Context: an optimization exercise on an open-source flow, tuned for small area. The choices shown serve that exercise and are no tape-out recipe.
Function was checked by simulation only, so behaviour that the tests miss may differ from the original.
Power is estimated from default activity; no workload was simulated.

==> inputs of job 5986 <==
==> flow/design.v (excerpt) <==
module UCIE_ctl_CNTL (
	input 				i_rst_n,
	input 				i_fdi_lclk,
	input 		[3:0] 	i_fdi_lp_state_req,
	input 				i_fdi_lp_rx_active_sts,
	input				i_fdi_lp_linkerror,
	input 		[3:0] 	i_rdi_pl_state_sts,
	input 				i_rdi_pl_inband_pres,
	input 		[2:0] 	i_rdi_pl_speedmode,
	input 		[2:0] 	i_rdi_pl_lnk_cfg,
	input 				i_rdi_pl_phyinrecenter,
	input 				i_rdi_pl_error,
	input 				i_rdi_pl_cerror,
	input 				i_rdi_pl_nferror,
	input 				i_rdi_pl_trainerror,
	input  			 	i_csr_UCIe_Link_Control_Retrain,
	input 		[31:0] 	i_csr_ADVCAP,
	input 				i_tx_overflow,
	input 				i_rx_overflow,
	input 				i_sb_busy_flag,
	input 				i_sb_pl_valid,
	input 		[4:0] 	i_sb_pl_decode,
	input 		[31:0] 	i_sb_pl_adv_cap_val,
	input 				i_sb_src_error,
	input 				i_sb_dst_error,
	input 				i_sb_opcode_error,
	input 				i_sb_unsupported_message,
	input 				i_sb_parity_error,
	output reg 	[3:0] 	o_fdi_pl_state_sts,
	output reg 			o_fdi_pl_inband_pres,
	output 	 			o_fdi_pl_rx_active_req,
	output 	 	[2:0] 	o_fdi_pl_protocol,
	output 	 	[3:0] 	o_fdi_pl_protocol_flitfmt,
	output 	 			o_fdi_pl_protocol_vld,
	output 	 	[2:0]	o_fdi_pl_speedmode,
	output 	 	[2:0]	o_fdi_pl_lnk_cfg,
	output 				o_fdi_pl_error,
	output 				o_fdi_pl_cerror,
	output 				o_fdi_pl_nferror,
	output 				o_fdi_pl_phyinrecenter,
	output 				o_fdi_pl_trainerror,
	output reg 	[3:0] 	o_rdi_lp_state_req,
	output 	 			o_rdi_lp_linkerror,
	output reg 	[4:0]	o_sb_lp_decode,
	output 	 			o_sb_lp_valid,
	output 	 	[31:0]	o_sb_lp_adv_cap_val,
	output reg			o_csr_wr,
	output reg [7:0]	o_csr_addr,
	output reg [31:0] 	o_csr_wdata
);
==> flow/config.mk <==
export PLATFORM = sky130hd
export DESIGN_NAME = UCIE_ctl_CNTL
export DESIGN_NICKNAME = UCIE_ctl_CNTL
export VERILOG_FILES = /design/flow/design.v
export SDC_FILE = /design/flow/constraint.sdc
export NUM_CORES = 4
export LEC_CHECK = 0
export CAP_MARGIN = 20
export CORE_MARGIN = 2
export CORE_UTILIZATION = 40
export SLEW_MARGIN = 20
==> flow/constraint.sdc <==
create_clock -name core_clock -period 6.0 [get_ports {i_fdi_lclk}]
set_input_delay 1.2000 -clock core_clock [delete_from_list [all_inputs] [get_ports {i_fdi_lclk}]]
set_output_delay 1.2000 -clock core_clock [all_outputs]
set_load 0.01 [all_outputs]
standard.sh (not shown) runs the stock make flow with config.mk's settings and CLKGATE_MAP_FILE= SYNTH_SCRIPT=/design/flow/synth_recipe.tcl, a recipe that flattens the netlist after the stock synthesis.
==> flow/flow/run.sh <==
#!/bin/bash
set -euo pipefail
bash standard.sh finish "BUFFER_PORTS_ARGS=-buffer_cell sky130_fd_sc_hd__buf_1" > standard_flow.log 2>&1
==> job 6550 (differences from job 5986) <==
--- a/flow/design.v
+++ b/flow/design.v
@@ -94,23 +94,20 @@
 	reg [2:0] sts_q;		 
 	reg       inb_q;		 
 	reg       te_q;			 
 	reg [1:0] prot_q;		 
 	reg       fmt_q;		 
 	reg [2:0] spd_q, cfg_q;	 
-	reg       lpr_q;		 
-	reg       lerr_q;		 
-	reg       nop_q;		 
+	reg       aux_q;		 
 	reg       tx_q, rx_q;	 
 	reg       tnop_q;		 
 	reg       busy_q;		 
 	reg       ent_q;		 
 	reg [3:0] caps_q;		 
 	reg [3:0] neg_q;		 
 	reg [7:0] tcnt;			 
-	reg       tflag;		 
 	wire les     = (i_rdi_pl_state_sts == 4'b1010);
 	wire pl_rst  = (i_rdi_pl_state_sts == 4'b0000);
 	wire pl_act  = (i_rdi_pl_state_sts == 4'b0001);
 	wire pl_lr   = (i_rdi_pl_state_sts == 4'b1001);
 	wire pl_rtr  = (i_rdi_pl_state_sts == 4'b1011);
 	wire lp_nop  = (i_fdi_lp_state_req == 4'b0000);
@@ -122,12 +119,14 @@
 	wire sb_arsp = i_sb_pl_valid & (i_sb_pl_decode == 5'b11001);
 	wire sb_lreq = i_sb_pl_valid & (i_sb_pl_decode == 5'b10111);
 	wire sb_lrsp = i_sb_pl_valid & (i_sb_pl_decode == 5'b11011);
 	wire cap_eq  = (i_csr_ADVCAP == i_sb_pl_adv_cap_val);
 	wire sb_err  = i_sb_src_error | i_sb_dst_error | i_sb_opcode_error |
 	               i_sb_parity_error | i_sb_unsupported_message;
+	wire t_pre   = (tcnt[7:1] == 7'b1001011);
+	wire tflag   = t_pre & tcnt[0];
 	wire to      = tflag;
 	wire sts_hold = s_req | s_ssar | s_sarr | s_wrx | s_orx | s_ssap | s_ple | s_slq | s_par;
 	always @(*) begin
 		if (sts_hold)               o_fdi_pl_state_sts = {sts_q[2], 1'b0, sts_q[1], sts_q[0]};
 		else if (s_act | s_prr)     o_fdi_pl_state_sts = 4'b0001;
 		else if (s_rtr)             o_fdi_pl_state_sts = 4'b1011;
@@ -151,20 +150,20 @@
 	assign o_fdi_pl_protocol = {prot_d[1], prot_d[0], prot_d[0]};
 	wire fmt_d = (s_gr | s_see) ? 1'b1 : s_nf ? 1'b0 : fmt_q;
 	assign o_fdi_pl_protocol_flitfmt = {3'b000, fmt_d};
 	wire lnk_upd = s_see | s_act | s_prr | s_rtr;
 	assign o_fdi_pl_speedmode = s_gr ? 3'b000 : lnk_upd ? i_rdi_pl_speedmode : spd_q;
 	assign o_fdi_pl_lnk_cfg   = s_gr ? 3'b001 : lnk_upd ? i_rdi_pl_lnk_cfg   : cfg_q;
-	wire req_act = s_req & (nop_q | (~sts_q[2] & ~sts_q[0] & i_rdi_pl_inband_pres));
+	wire req_act = s_req & (aux_q | (~sts_q[2] & ~sts_q[0] & i_rdi_pl_inband_pres));
 	always @(*) begin
-		if (s_prr | (s_rtr & lpr_q))     o_rdi_lp_state_req = 4'b1011;
-		else if (s_plr | (s_lr & lpr_q)) o_rdi_lp_state_req = 4'b1001;
+		if (s_prr | (s_rtr & aux_q))     o_rdi_lp_state_req = 4'b1011;
+		else if (s_plr | (s_lr & aux_q)) o_rdi_lp_state_req = 4'b1001;
 		else if (s_par | req_act)        o_rdi_lp_state_req = 4'b0001;
 		else                             o_rdi_lp_state_req = 4'b0000;
 	end
-	assign o_rdi_lp_linkerror = s_ple | (s_le & lerr_q);
+	assign o_rdi_lp_linkerror = s_ple | (s_le & aux_q);
 	always @(*) begin
 		case (1'b1)
 			s_ssar:  o_sb_lp_decode = 5'b10101;
 			s_ssap:  o_sb_lp_decode = 5'b11001;
 			s_slq:   o_sb_lp_decode = 5'b10111;
 			s_slp:   o_sb_lp_decode = 5'b11011;
@@ -266,59 +265,55 @@
 				else if (pl_rst) ns = RST;
 			end
 			default: ns = GR;
 		endcase
 	end
 	wire t_en = (s_req | s_see | s_ssar | s_wrx | s_orx | s_prr | s_le | s_slq | s_plr | s_par) & ~tflag;
-	wire t_fire = (tcnt == 8'd150);
+	wire t_fire = t_pre & ~tcnt[0];
 	wire t_zero = (tcnt == 8'd0);
 	wire [7:0] t_inc = tcnt + 8'd1;
 	always @(posedge i_fdi_lclk or negedge i_rst_n) begin
 		if (!i_rst_n) begin
 			cs <= GR;
-			sts_q <= 3'b000; inb_q <= 1'b0; te_q <= 1'b0; prot_q <= 2'b00; fmt_q <= 1'b0;
-			spd_q <= 3'b000; cfg_q <= 3'b000; lpr_q <= 1'b0; lerr_q <= 1'b0; nop_q <= 1'b0;
-			tx_q <= 1'b0; rx_q <= 1'b0; tnop_q <= 1'b0; busy_q <= 1'b0; ent_q <= 1'b0;
-			caps_q <= 4'd0; neg_q <= 4'd0; tcnt <= 8'd0; tflag <= 1'b0;
+			sts_q <= 3'b000; prot_q <= 2'b00; tnop_q <= 1'b0;
 		end else begin
 			cs <= ns;
 			sts_q <= {o_fdi_pl_state_sts[3], o_fdi_pl_state_sts[1], o_fdi_pl_state_sts[0]};
+			prot_q <= prot_d;
+			tnop_q <= tnop_d;
+		end
+	end
+	always @(posedge i_fdi_lclk) begin
 			inb_q <= o_fdi_pl_inband_pres;
 			te_q <= te_i;
-			prot_q <= prot_d;
 			fmt_q <= fmt_d;
 			spd_q <= o_fdi_pl_speedmode;
 			cfg_q <= o_fdi_pl_lnk_cfg;
-			lpr_q <= |o_rdi_lp_state_req;
-			lerr_q <= o_rdi_lp_linkerror;
-			nop_q <= s_req & (nop_q | ~(~sts_q[2] & ~sts_q[0] & i_rdi_pl_inband_pres));
+			aux_q <= (~les & (s_prr | s_plr | (s_rtr & aux_q & ~(lp_act & tnop_q)) | (s_lr & aux_q) |
+			                  (s_req & (aux_q | ~(~sts_q[2] & ~sts_q[0] & i_rdi_pl_inband_pres))))) |
+			         s_ple | (s_le & aux_q);
 			tx_q <= s_sarr | (tx_q & ~(s_gr | s_rst | s_act));
 			rx_q <= s_ssap | (rx_q & ~(s_gr | s_rst | s_act));
-			tnop_q <= tnop_d;
 			busy_q <= i_sb_busy_flag;
 			ent_q <= ent;
 			caps_q <= caps;
 			if (s_see) neg_q <= i_csr_ADVCAP[3:0];
-			if (!t_en) begin
-				tcnt <= 8'd0; tflag <= 1'b0;
-			end else if (t_fire) begin
-				tcnt <= 8'd0; tflag <= 1'b1;
-			end else begin
+			if (!t_en)
+				tcnt <= 8'd0;
+			else
 				tcnt <= (t_zero & ~s_le) ? 8'd61 : t_inc;
-				tflag <= 1'b0;
-			end
-		end
 	end
 	assign o_fdi_pl_error         = i_rdi_pl_error;
 	assign o_fdi_pl_cerror        = i_rdi_pl_cerror;
 	assign o_fdi_pl_nferror       = i_rdi_pl_nferror;
 	assign o_fdi_pl_trainerror    = i_rdi_pl_trainerror | te_i;
 	assign o_fdi_pl_phyinrecenter = i_rdi_pl_phyinrecenter | phy_i;
 	localparam [2:0] L_IDLE = 3'd0, L_LINK = 3'd1, L_INT = 3'd2, L_ADP = 3'd3, L_UNC = 3'd4, L_CLR = 3'd5;
 	reg [2:0] ls, lns;
-	reg q_err, q_cerr, q_nferr, q_trerr, q_corr, q_nfat, q_fat;
+	reg q_err, q_cerr, q_nferr, q_trerr;
+	reg [1:0] q_sbe;
 	reg q_src, q_dst, q_opc, q_uns, q_par, q_tx, q_rx, q_phy;
 	reg [2:0] l_cfg, l_spd;			 
 	reg l_b17, l_b19, l_b20, l_b21, l_upd;
 	reg [6:0] l_int;				 
 	reg [5:0] l_unc;
 	reg [1:0] l_adp;
@@ -328,35 +323,36 @@
 	wire sb_fat  = i_sb_pl_valid & (i_sb_pl_decode == 5'b11110);
 	wire p_err   = i_rdi_pl_error   & ~q_err;
 	wire p_cerr  = i_rdi_pl_cerror  & ~q_cerr;
 	wire p_nferr = i_rdi_pl_nferror & ~q_nferr;
 	wire p_inv   = te_i & ~te_q;
 	wire p_trerr = o_fdi_pl_trainerror & ~q_trerr;
-	wire p_corr  = sb_corr & ~q_corr;
-	wire p_nfat  = sb_nfat & ~q_nfat;
-	wire p_fat   = sb_fat  & ~q_fat;
+	wire p_corr  = sb_corr & ~(q_sbe == 2'b11);
+	wire p_nfat  = sb_nfat & ~(q_sbe == 2'b01);
+	wire p_fat   = sb_fat  & ~(q_sbe == 2'b10);
 	wire p_src   = i_sb_src_error & ~q_src;
 	wire p_dst   = i_sb_dst_error & ~q_dst;
 	wire p_opc   = i_sb_opcode_error & ~q_opc;
 	wire p_uns   = i_sb_unsupported_message & ~q_uns;
 	wire p_par   = i_sb_parity_error & ~q_par;
 	wire p_tx    = i_tx_overflow & ~q_tx;
 	wire p_rx    = i_rx_overflow & ~q_rx;
-	wire link_st   = (o_fdi_pl_state_sts == 4'b0001) | (o_fdi_pl_state_sts == 4'b1011);
+	wire lnk_act   = s_act | s_prr | s_rtr;		 
+	wire link_st   = lnk_act | (sts_hold & sts_q[0] & (~sts_q[2] | sts_q[1]));
 	wire link_st_q = sts_q[0] & (~sts_q[2] | sts_q[1]);
-	wire ertr      = (o_fdi_pl_state_sts == 4'b1011);
+	wire ertr      = s_rtr | (sts_hold & sts_q[2] & sts_q[1] & sts_q[0]);
 	wire ertr_q    = sts_q[2] & sts_q[1] & sts_q[0];
 	wire p_link    = link_st ^ link_st_q;
 	wire p_ertr    = ertr & ~ertr_q;
 	wire p_phy     = o_fdi_pl_phyinrecenter ^ q_phy;
-	wire p_caps    = (caps != caps_q);
-	wire p_cfg     = (o_fdi_pl_lnk_cfg != cfg_q);
-	wire p_spd     = (o_fdi_pl_speedmode != spd_q);
-	wire       u_upd = l_upd | (p_caps & (caps != 4'd0)) | (link_st & (p_cfg | p_spd)) | p_link | p_phy;
-	wire [2:0] u_cfg = (link_st & p_cfg) ? o_fdi_pl_lnk_cfg : l_cfg;
-	wire [2:0] u_spd = (link_st & p_spd) ? o_fdi_pl_speedmode : l_spd;
+	wire n_caps    = s_nd & (neg_q != caps_q) & (neg_q != 4'd0);	 
+	wire n_cfg     = lnk_act & (i_rdi_pl_lnk_cfg != cfg_q);		 
+	wire n_spd     = lnk_act & (i_rdi_pl_speedmode != spd_q);	 
+	wire       u_upd = l_upd | n_caps | n_cfg | n_spd | p_link | p_phy;
+	wire [2:0] u_cfg = n_cfg ? i_rdi_pl_lnk_cfg : l_cfg;
+	wire [2:0] u_spd = n_spd ? i_rdi_pl_speedmode : l_spd;
 	wire       u_b17 = l_b17 | p_link;
 	wire       u_b19 = l_b19 | p_err | p_cerr | p_corr;
 	wire       u_b20 = l_b20 | p_nferr;
 	wire       u_b21 = l_b21 | p_trerr;
 	wire [6:0] u_int = l_int | {p_rx, p_tx, p_par, p_uns, p_opc, p_dst, p_src};
 	wire [5:0] u_unc = l_unc | {p_inv, p_nfat, p_fat, (p_src | p_dst | p_opc | p_par | p_uns | p_tx | p_rx), p_rx, to_adapter};
@@ -394,23 +390,23 @@
 		endcase
 	end
 	always @(posedge i_fdi_lclk or negedge i_rst_n) begin
 		if (!i_rst_n) begin
 			ls <= L_IDLE;
 			q_err <= 1'b0; q_cerr <= 1'b0; q_nferr <= 1'b0; q_trerr <= 1'b0;
-			q_corr <= 1'b0; q_nfat <= 1'b0; q_fat <= 1'b0;
+			q_sbe <= 2'b00;
 			q_src <= 1'b0; q_dst <= 1'b0; q_opc <= 1'b0; q_uns <= 1'b0; q_par <= 1'b0;
 			q_tx <= 1'b0; q_rx <= 1'b0; q_phy <= 1'b0;
 			l_cfg <= 3'd0; l_spd <= 3'd0;
 			l_b17 <= 1'b0; l_b19 <= 1'b0; l_b20 <= 1'b0; l_b21 <= 1'b0; l_upd <= 1'b0;
 			l_int <= 7'd0; l_unc <= 6'd0; l_adp <= 2'd0; l_ertr <= 1'b0;
 		end else begin
 			ls <= lns;
 			q_err <= i_rdi_pl_error; q_cerr <= i_rdi_pl_cerror; q_nferr <= i_rdi_pl_nferror;
 			q_trerr <= o_fdi_pl_trainerror;
-			q_corr <= sb_corr; q_nfat <= sb_nfat; q_fat <= sb_fat;
+			q_sbe <= {sb_corr | sb_fat, sb_corr | sb_nfat};
 			q_src <= i_sb_src_error; q_dst <= i_sb_dst_error; q_opc <= i_sb_opcode_error;
 			q_uns <= i_sb_unsupported_message; q_par <= i_sb_parity_error;
 			q_tx <= i_tx_overflow; q_rx <= i_rx_overflow;
 			q_phy <= o_fdi_pl_phyinrecenter;
 			l_cfg <= u_cfg; l_spd <= u_spd;
 			l_b17 <= u_b17 & (ls != L_LINK);
==> flow/flow/run.sh (replaced) <==
#!/bin/bash
# Layout flow: the standard synthesis, then the combinational logic between
# the (unchanged) registers is re-mapped by ABC with an area-oriented script,
# then the standard layout from floorplan on, with buf_1 port buffers and
# a clkbuf_8 clock tree without dummy loads.
set -euo pipefail
HERE=$(pwd)
RES=$HERE/orfs/results/sky130hd/UCIE_ctl_CNTL/base
LIB=$FLOW_HOME/platforms/sky130hd/lib/sky130_fd_sc_hd__tt_025C_1v80.lib
KNOBS=("BUFFER_PORTS_ARGS=-buffer_cell sky130_fd_sc_hd__buf_1"
       "CTS_ARGS=-sink_clustering_enable -repair_clock_nets -buf_list sky130_fd_sc_hd__clkbuf_8 -dont_use_dummy_load")

# 1. standard synthesis
bash standard.sh synth "${KNOBS[@]}" > standard_synth.log 2>&1
cp $RES/1_2_yosys.v std_1_2_yosys.v

# 2. re-map the combinational logic; registers and tie cells are kept as they are
DONT_USE=$(sed -n '/^export DONT_USE_CELLS/,/^$/p' $FLOW_HOME/platforms/sky130hd/config.mk \
           | grep -o 'sky130_fd_sc_hd__[a-z0-9_]*' | sed 's/^/-dont_use /' | tr '\n' ' ')
FF=$(grep -o 'sky130_fd_sc_hd__[a-z0-9_]*' std_1_2_yosys.v | sort -u | grep -E '__(df|edf|sdf|dl|conb)' | tr '\n' ' ')
cat > resyn.ys <<EOT
read_liberty -ignore_miss_func $LIB
blackbox $FF
read_verilog std_1_2_yosys.v
hierarchy -top $FLOW_TOP
flatten
opt -purge
abc -liberty $LIB $DONT_USE -script $HERE/flow/area.abc
opt_clean -purge
setundef -zero
splitnets
opt_clean -purge
hilomap -singleton -hicell sky130_fd_sc_hd__conb_1 HI -locell sky130_fd_sc_hd__conb_1 LO
insbuf -buf sky130_fd_sc_hd__buf_1 A X
opt_clean -purge
stat -liberty $LIB
write_verilog -noattr -nohex -nodec resyn_1_2_yosys.v
EOT
yosys -s resyn.ys > resyn_yosys.log 2>&1
cp resyn_1_2_yosys.v $RES/1_2_yosys.v
rm -f $RES/1_synth.odb $RES/1_synth.sdc

# 3. rest of the standard flow
bash standard.sh finish "${KNOBS[@]}" > standard_flow.log 2>&1
==> flow/flow/area.abc (new file) <==
strash
&get -n
&deepsyn -T 30
&put
dch -f
amap
==> flow/config.mk (replaced) <==
export PLATFORM = sky130hd
export DESIGN_NAME = UCIE_ctl_CNTL
export DESIGN_NICKNAME = UCIE_ctl_CNTL
export VERILOG_FILES = /design/flow/design.v
export SDC_FILE = /design/flow/constraint.sdc
export NUM_CORES = 4
export LEC_CHECK = 0
export ABC_AREA = 1
export CAP_MARGIN = 0
export CORE_MARGIN = 2
export CORE_UTILIZATION = 40
export SLEW_MARGIN = 0
==> job 2698 (differences from job 5986) <==
==> flow/flow/run.sh (replaced) <==
#!/bin/bash
set -euo pipefail
bash standard.sh finish \
  "BUFFER_PORTS_ARGS=-buffer_cell sky130_fd_sc_hd__buf_1" \
  "CTS_ARGS=-sink_clustering_enable -repair_clock_nets -buf_list sky130_fd_sc_hd__clkbuf_8 -dont_use_dummy_load" \
  > standard_flow.log 2>&1
==> comparison table <==
Run status: job 6550 finished clean; job 5986 finished clean; job 2698 finished clean
Worst Setup Slack, final: job 6550 1140 ps; job 5986 1110 ps; job 2698 1110 ps
Share of Yosys cell area claimed by the top area cell type: job 6550 -; job 5986 34.0%; job 2698 34.0%
Clock sink count: job 6550 85; job 5986 89; job 2698 89
Power share of the clock group: job 6550 12.1%; job 5986 18.5%; job 2698 11.4%
Worst setup endpoint: job 6550 o_fdi_pl_protocol[2]; job 5986 o_csr_wdata[11]; job 2698 o_csr_wdata[11]
Starting DRT DRC Count: job 6550 547; job 5986 526; job 2698 602
Internal power consumption: job 6550 1.37 mW; job 5986 1.68 mW; job 2698 1.48 mW
Final worst clock skew: job 6550 27.6 ps; job 5986 10.7 ps; job 2698 35.2 ps
Area of combinational cells with multiple inputs: job 6550 2570 sq um; job 5986 3860 sq um; job 2698 3860 sq um
Leakage dissipation: job 6550 2.36 nW; job 5986 3.19 nW; job 2698 3.10 nW
Critical R2R Launch: job 6550 cs[3]; job 5986 cs[4]; job 2698 cs[4]
Sequential-cell power consumption: job 6550 0.866 mW; job 5986 0.947 mW; job 2698 0.944 mW

==> static timing again, ports no longer ideal <==
The flow's constraints put no driver on any port. The routed layouts listed below were extracted and timed again, unchanged, in two steps. Step 1 sets driving cells, clkbuf_16 on the clock port and buf_2 on the other inputs (assumed; they add their load-dependent delay and slew). Step 2 adds t to the input delays and takes it off the output delays; t is the mean of the earliest and latest rising clock arrival at the registers after step 1. Input paths then give back, and output paths get back, about the clock's delay inside the block. a / b / c = ideal / step 1 / step 2; a / b = the first two.
run	t (ns)	setup slack, ns	hold slack, ns	worst slew at a driven data input, ns	cell pins on the clock port's net
job 5986	0.394	1.106 / 1.065 / 1.459	0.483 / 0.483 / 0.483	0.07	1
job 6550	0.401	1.140 / 1.105 / 1.159	0.439 / 0.439 / 0.439	0.05	1
job 2698	0.409	1.105 / 1.071 / 1.480	0.482 / 0.482 / 0.482	0.07	1
After both steps every run listed still meets setup and hold.
